Context: an optimization exercise on an open-source flow, tuned for small area and a short achievable clock period. The choices shown serve that exercise and are no tape-out recipe.
Only simulation tests tie the RTL to the original design; equivalence was not proved.

==> inputs of nickel <==
==> flow/design.v (excerpt) <==
module ff_mult32appx(clk, aa, bb, yy1, yy2);
  input clk;
  input [31:0] aa;
  input [31:0] bb;
  output [63:0] yy1, yy2;
  wire [33:0] bx = {1'b0, bb, 1'b0};
  wire [16:0] e1_d, e2_d, en_d;
  genvar j;
  generate for (j = 0; j < 16; j = j + 1) begin : g_enc
    wire hi = bx[2*j+2], mi = bx[2*j+1], lo = bx[2*j];
    wire one = mi ^ lo, both = mi & lo;
    assign e1_d[j] = one;
    assign e2_d[j] = hi ? ~(one | both) : both;
    assign en_d[j] = hi;
  end endgenerate
  assign e1_d[16] = bb[31];
  assign e2_d[16] = 1'b0;
  assign en_d[16] = 1'b0;
  wire [208:0] cs_d;
  mult32_low u_low (.aa(aa), .bb(bb), .e1_d(e1_d[11:0]), .e2_d(e2_d[11:0]), .en_d(en_d), .cs(cs_d));
  reg [31:0] a1;
  reg [16:12] e1, e2, en;
  reg [208:0] cs;
  reg za, zb, b1one;
  always @(posedge clk) begin
    a1 <= aa;
    e1 <= e1_d[16:12];
    e2 <= e2_d[16:12];
    en <= en_d[16:12];
    cs <= cs_d;
    za <= ~|aa;
    zb <= ~|bb;
    b1one <= (bb == 32'd1);
  end
  wire [23:0] ylo_d;
  wire cl_d;
  wire [39:0] s0_d;
  wire [39:0] pp_d;
  wire [5:0] bg_d;
  wire [5:0] bp_d;
  mult32_tree u_tree (.a1(a1), .e1(e1), .e2(e2), .en(en), .cs(cs), .ylo(ylo_d), .cl(cl_d), .s0(s0_d), .pp(pp_d), .bg(bg_d), .bp(bp_d));
  wire [63:0] y1_d;
  signed_Mult32_3_Y21_final_4 u_appx (.a(a1), .zero(za | zb), .one(b1one), .y(y1_d));
  reg  [23:0] ylo;
  reg  cl;
  reg  [39:0] s0;
  reg  [39:0] pp;
  reg  [5:0] bg;
  reg  [5:0] bp;
  reg [63:0] yy1;
  always @(posedge clk) begin
    ylo <= ylo_d;
    cl <= cl_d;
    s0 <= s0_d;
    pp <= pp_d;
    bg <= bg_d;
    bp <= bp_d;
    yy1 <= y1_d;
  end
  ...
==> module ff_mult32appx, before the edit <==
module ff_mult32appx(clk, aa, bb, yy1, yy2);
  input clk;
  input [31:0] aa;
  input [31:0] bb;
  output [63:0] yy1, yy2;
  wire [33:0] bx = {1'b0, bb, 1'b0};
  wire [16:0] e1_d, e2_d, en_d;
  genvar j;
  generate for (j = 0; j < 16; j = j + 1) begin : g_enc
    wire hi = bx[2*j+2], mi = bx[2*j+1], lo = bx[2*j];
    wire one = mi ^ lo, both = mi & lo;
    assign e1_d[j] = one;
    assign e2_d[j] = hi ? ~(one | both) : both;
    assign en_d[j] = hi;
  end endgenerate
  assign e1_d[16] = bb[31];
  assign e2_d[16] = 1'b0;
  assign en_d[16] = 1'b0;
  wire [208:0] cs_d;
  mult32_low u_low (.aa(aa), .bb(bb), .e1_d(e1_d[11:0]), .e2_d(e2_d[11:0]), .en_d(en_d), .cs(cs_d));
  reg [31:0] a1;
  reg [16:12] e1, e2, en;
  reg [208:0] cs;
  reg za, zb, b1one;
  always @(posedge clk) begin
    a1 <= aa;
    e1 <= e1_d[16:12];
    e2 <= e2_d[16:12];
    en <= en_d[16:12];
    cs <= cs_d;
    za <= ~|aa;
    zb <= ~|bb;
    b1one <= (bb == 32'd1);
  end
  wire [23:0] ylo_d;
  wire cl_d;
  wire [39:0] s0_d;
  wire [39:0] pp_d;
  wire [5:0] bg_d;
  wire [5:0] bp_d;
  mult32_tree u_tree (.a1(a1), .e1(e1), .e2(e2), .en(en), .cs(cs), .ylo(ylo_d), .cl(cl_d), .s0(s0_d), .pp(pp_d), .bg(bg_d), .bp(bp_d));
  wire [63:0] y1_d;
  signed_Mult32_3_Y21_final_4 u_appx (.a(a1), .zero(za | zb), .one(b1one), .y(y1_d));
  reg  [23:0] ylo;
  reg  cl;
  reg  [39:0] s0;
  reg  [39:0] pp;
  reg  [5:0] bg;
  reg  [5:0] bp;
  reg [63:0] yy1;
  always @(posedge clk) begin
    ylo <= ylo_d;
    cl <= cl_d;
    s0 <= s0_d;
    pp <= pp_d;
    bg <= bg_d;
    bp <= bp_d;
    yy1 <= y1_d;
  end
  mult32exact u_add (.ylo(ylo), .cl(cl), .s0(s0), .pp(pp), .bg(bg), .bp(bp), .y(yy2));
endmodule
==> flow/config.mk <==
export PLATFORM = sky130hd
export DESIGN_NAME = ff_mult32appx
export DESIGN_NICKNAME = ff_mult32appx
export VERILOG_FILES = /design/flow/design.v
export SDC_FILE = /design/flow/constraint.sdc
export NUM_CORES = 4
export LEC_CHECK = 0
export CAP_MARGIN = 20
export CORE_MARGIN = 2
export CORE_UTILIZATION = 45
export SETUP_SLACK_MARGIN = 4.0
export SLEW_MARGIN = 20
export TNS_END_PERCENT = 10
==> flow/constraint.sdc <==
create_clock -name core_clock -period 8.0 [get_ports {clk}]
set_input_delay 1.6000 -clock core_clock [delete_from_list [all_inputs] [get_ports {clk}]]
set_output_delay 1.6000 -clock core_clock [all_outputs]
set_load 0.01 [all_outputs]
standard.sh (not shown) runs the stock make flow with config.mk's settings and CLKGATE_MAP_FILE= SYNTH_SCRIPT=/design/flow/synth_recipe.tcl, a recipe that flattens the netlist after the stock synthesis.
==> flow/flow/run.sh <==
#!/bin/bash
# The standard layout (the standard.sh, unchanged synthesis and steps),
# with one change: the buffer on every input and output port is a
# sky130_fd_sc_hd__buf_4 instead of the buffer OpenROAD picks by default,
# which on this platform is a slow delay buffer (clkdlybuf4s50_1).
# All of standard.sh's output goes to standard.log here; ORFS keeps each
# step's full log under orfs/logs/.
set -euo pipefail
export BUFFER_PORTS_ARGS="-buffer_cell sky130_fd_sc_hd__buf_4"
bash standard.sh > standard.log 2>&1
==> inputs of indigo, as changes to nickel <==
CORE_UTILIZATION = 40   (was 45)
==> inputs of tundra, as changes to nickel <==
--- a/flow/design.v
+++ b/flow/design.v
@@ -1953,9 +1953,8 @@
   genvar j;
   generate for (j = 0; j < 16; j = j + 1) begin : g_enc
     wire hi = bx[2*j+2], mi = bx[2*j+1], lo = bx[2*j];
-    wire one = mi ^ lo, both = mi & lo;
-    assign e1_d[j] = one;
-    assign e2_d[j] = hi ? ~(one | both) : both;
+    assign e1_d[j] = mi ^ lo;
+    assign e2_d[j] = (hi & ~mi & ~lo) | (~hi & mi & lo);
     assign en_d[j] = hi;
   end endgenerate
   assign e1_d[16] = bb[31];
==> flow/run.sh (new file) <==
#!/bin/bash
# synth_recipe.tcl (not shown) runs the flow's synth.tcl, then flattens the netlist and writes it again
# the make line also repeats each setting of config.mk as NAME=value (left out here)
make -C /OpenROAD-flow-scripts/flow DESIGN_CONFIG=/design/flow/config.mk WORK_HOME=/design/flow/orfs CLKGATE_MAP_FILE= SYNTH_SCRIPT=/design/flow/synth_recipe.tcl finish
CORE_UTILIZATION = 40   (was 45)
TNS_END_PERCENT = 25   (was 10)
removed: flow/flow/run.sh
removed: flow/standard.sh
==> inputs of maple, as changes to nickel <==
--- a/flow/design.v
+++ b/flow/design.v
@@ -1953,9 +1953,8 @@
   genvar j;
   generate for (j = 0; j < 16; j = j + 1) begin : g_enc
     wire hi = bx[2*j+2], mi = bx[2*j+1], lo = bx[2*j];
-    wire one = mi ^ lo, both = mi & lo;
-    assign e1_d[j] = one;
-    assign e2_d[j] = hi ? ~(one | both) : both;
+    assign e1_d[j] = mi ^ lo;
+    assign e2_d[j] = (hi & ~mi & ~lo) | (~hi & mi & lo);
     assign en_d[j] = hi;
   end endgenerate
   assign e1_d[16] = bb[31];
==> flow/run.sh (new file) <==
#!/bin/bash
# synth_recipe.tcl (not shown) runs the flow's synth.tcl, then flattens the netlist and writes it again
# the make line also repeats each setting of config.mk as NAME=value (left out here)
make -C /OpenROAD-flow-scripts/flow DESIGN_CONFIG=/design/flow/config.mk WORK_HOME=/design/flow/orfs CLKGATE_MAP_FILE= SYNTH_SCRIPT=/design/flow/synth_recipe.tcl finish
CORE_UTILIZATION = 40   (was 45)
SETUP_SLACK_MARGIN = 4.4   (was 4.0)
TNS_END_PERCENT = 5   (was 10)
removed: flow/flow/run.sh
removed: flow/standard.sh
==> summary of the runs <==
- Of indigo and maple, maple has the higher synthesized area (gap 19%, measured against maple).
- Final cell count: maple is larger than tundra (about 1.6%).
- Of indigo and nickel, nickel has the higher global-route usage (gap 2.8 points).
- Between tundra and nickel, the lower non-clock buffer count is in nickel (gap 124).
- Worst setup slack, lowest first: nickel, maple, indigo, tundra.
- Between nickel and maple, the lower first-iteration DRC count is in nickel (gap 53%, measured against maple).
- Critical path depth: maple is higher than indigo (1).
- In maple the register-to-register slack is lower than in tundra, by 50 ps.
- The lowest clock skew belongs to tundra, the highest to maple.

* * *

==> delta: inputs <==
Another version of the RTL of ff_mult32appx (not shown whole).
Settings: LEC_CHECK=0, CAP_MARGIN=20, CORE_MARGIN=2, CORE_UTILIZATION=50, SETUP_SLACK_MARGIN=4.0, SLEW_MARGIN=20, TNS_END_PERCENT=2; clock period 8.0 ns.
run.sh (not shown) runs the stock make flow with config.mk's settings and CLKGATE_MAP_FILE= SYNTH_SCRIPT=/design/flow/synth_recipe.tcl, a recipe that flattens the netlist after the stock synthesis.
Stock flow here: none of the scripts above is used.
==> inputs of pepper, as changes to delta <==
- CORE_UTILIZATION: 50 -> 40
==> inputs of willow, as changes to delta <==
- CORE_UTILIZATION: 50 -> 40
- TNS_END_PERCENT: 2 -> unset
==> notes <==
pepper produced a clean layout. willow went through all stages and came out clean. delta ran to the end with no violations.
Cell area: willow > pepper > delta.
Final cell count, lowest first: delta, pepper, willow.
Between pepper and delta, the lower wire length is in pepper (gap 2.8%, measured against delta).
Non-clock buffer count, lowest first: delta, pepper, willow.
Between delta and willow, the lower die area is in delta (gap 20%, measured against willow).
Area after synthesis is the same in pepper and delta.
==> figures <==
|  | delta | pepper | willow |
|---|---|---|---|
| Layout filler cell count | 6851 | 9036 | 8113 |
| Tap Count | 1030 | 1265 | 1265 |
| Buffering stage count on the worst path with inverters included | 6 | 5 | 3 |
| Comb_multi_in | 3172 | 3168 | 3169 |
| Final period util | 0.557 | 0.552 | 0.540 |
| M1 WL | 55600 um | 57900 um | 61200 um |
| Met1 layer usage reported by global route | 0.462 | 0.376 | 0.398 |
| Via count of the first global-routing pass | 32600 | 32400 | 36000 |
| Effective utilization at floorplan | 0.506 | 0.404 | 0.404 |
| Worst hold slack across all endpoints | 0.459 ns | 0.447 ns | 0.463 ns |
| DRC marker count from the first detailed-route iteration | 5037 | 4546 | 6339 |
| Count of plain and timing-repair buffers in the layout | 409 | 412 | 624 |
| Cell depth of the worst setup path | 14 | 13 | 14 |
| Height of the die | 281 um | 314 um | 314 um |
| First-pass detailed-route iteration total | 9 | 6 | 12 |
| Global placer's final weighted congestion | 0.915 | 0.890 | 0.882 |
| Result of the run | timing/DRC/antenna clean | timing/DRC/antenna clean | timing/DRC/antenna clean |
| Worst slew margin relative to its limit | 0.294 | 0.370 | 0.296 |
| Cell depth of the worst flop-to-flop path | 13 | 14 | 14 |

## afterwards: timing with drivers on the ports
The flow's constraints put no driver on any port. The routed layouts listed below were extracted and timed again, unchanged, in two steps. Step 1, drivers: a clkbuf_16 drives clk and a buf_2 each remaining input, both assumed. Step 2 times the ports against the registers' clock, not the clock port: input delays grow and output delays shrink by t, the midpoint of the rising clock arrivals with the driver on. Slacks: ideal ports / drivers / drivers and shift; pairs: ideal ports / drivers.
run	shift t [ns]	setup slack, ns	worst data-port slew with drivers (ns)
nickel	0.667	3.666 / 3.668 / 3.001	0.17
indigo	0.668	3.814 / 3.810 / 3.142	0.25
tundra	0.691	3.860 / 3.811 / 3.213	0.16
maple	0.689	3.811 / 3.811 / 3.171	0.35
delta	0.657	3.546 / 3.538 / 2.895	0.39
pepper	0.680	3.585 / 3.601 / 2.945	0.29
willow	0.679	3.681 / 3.547 / 2.868	0.42
After both steps every run listed still meets setup and hold. For willow, which loses most, drivers alone change the setup slack by -0.134 ns; drivers and shift together by -0.813 ns.
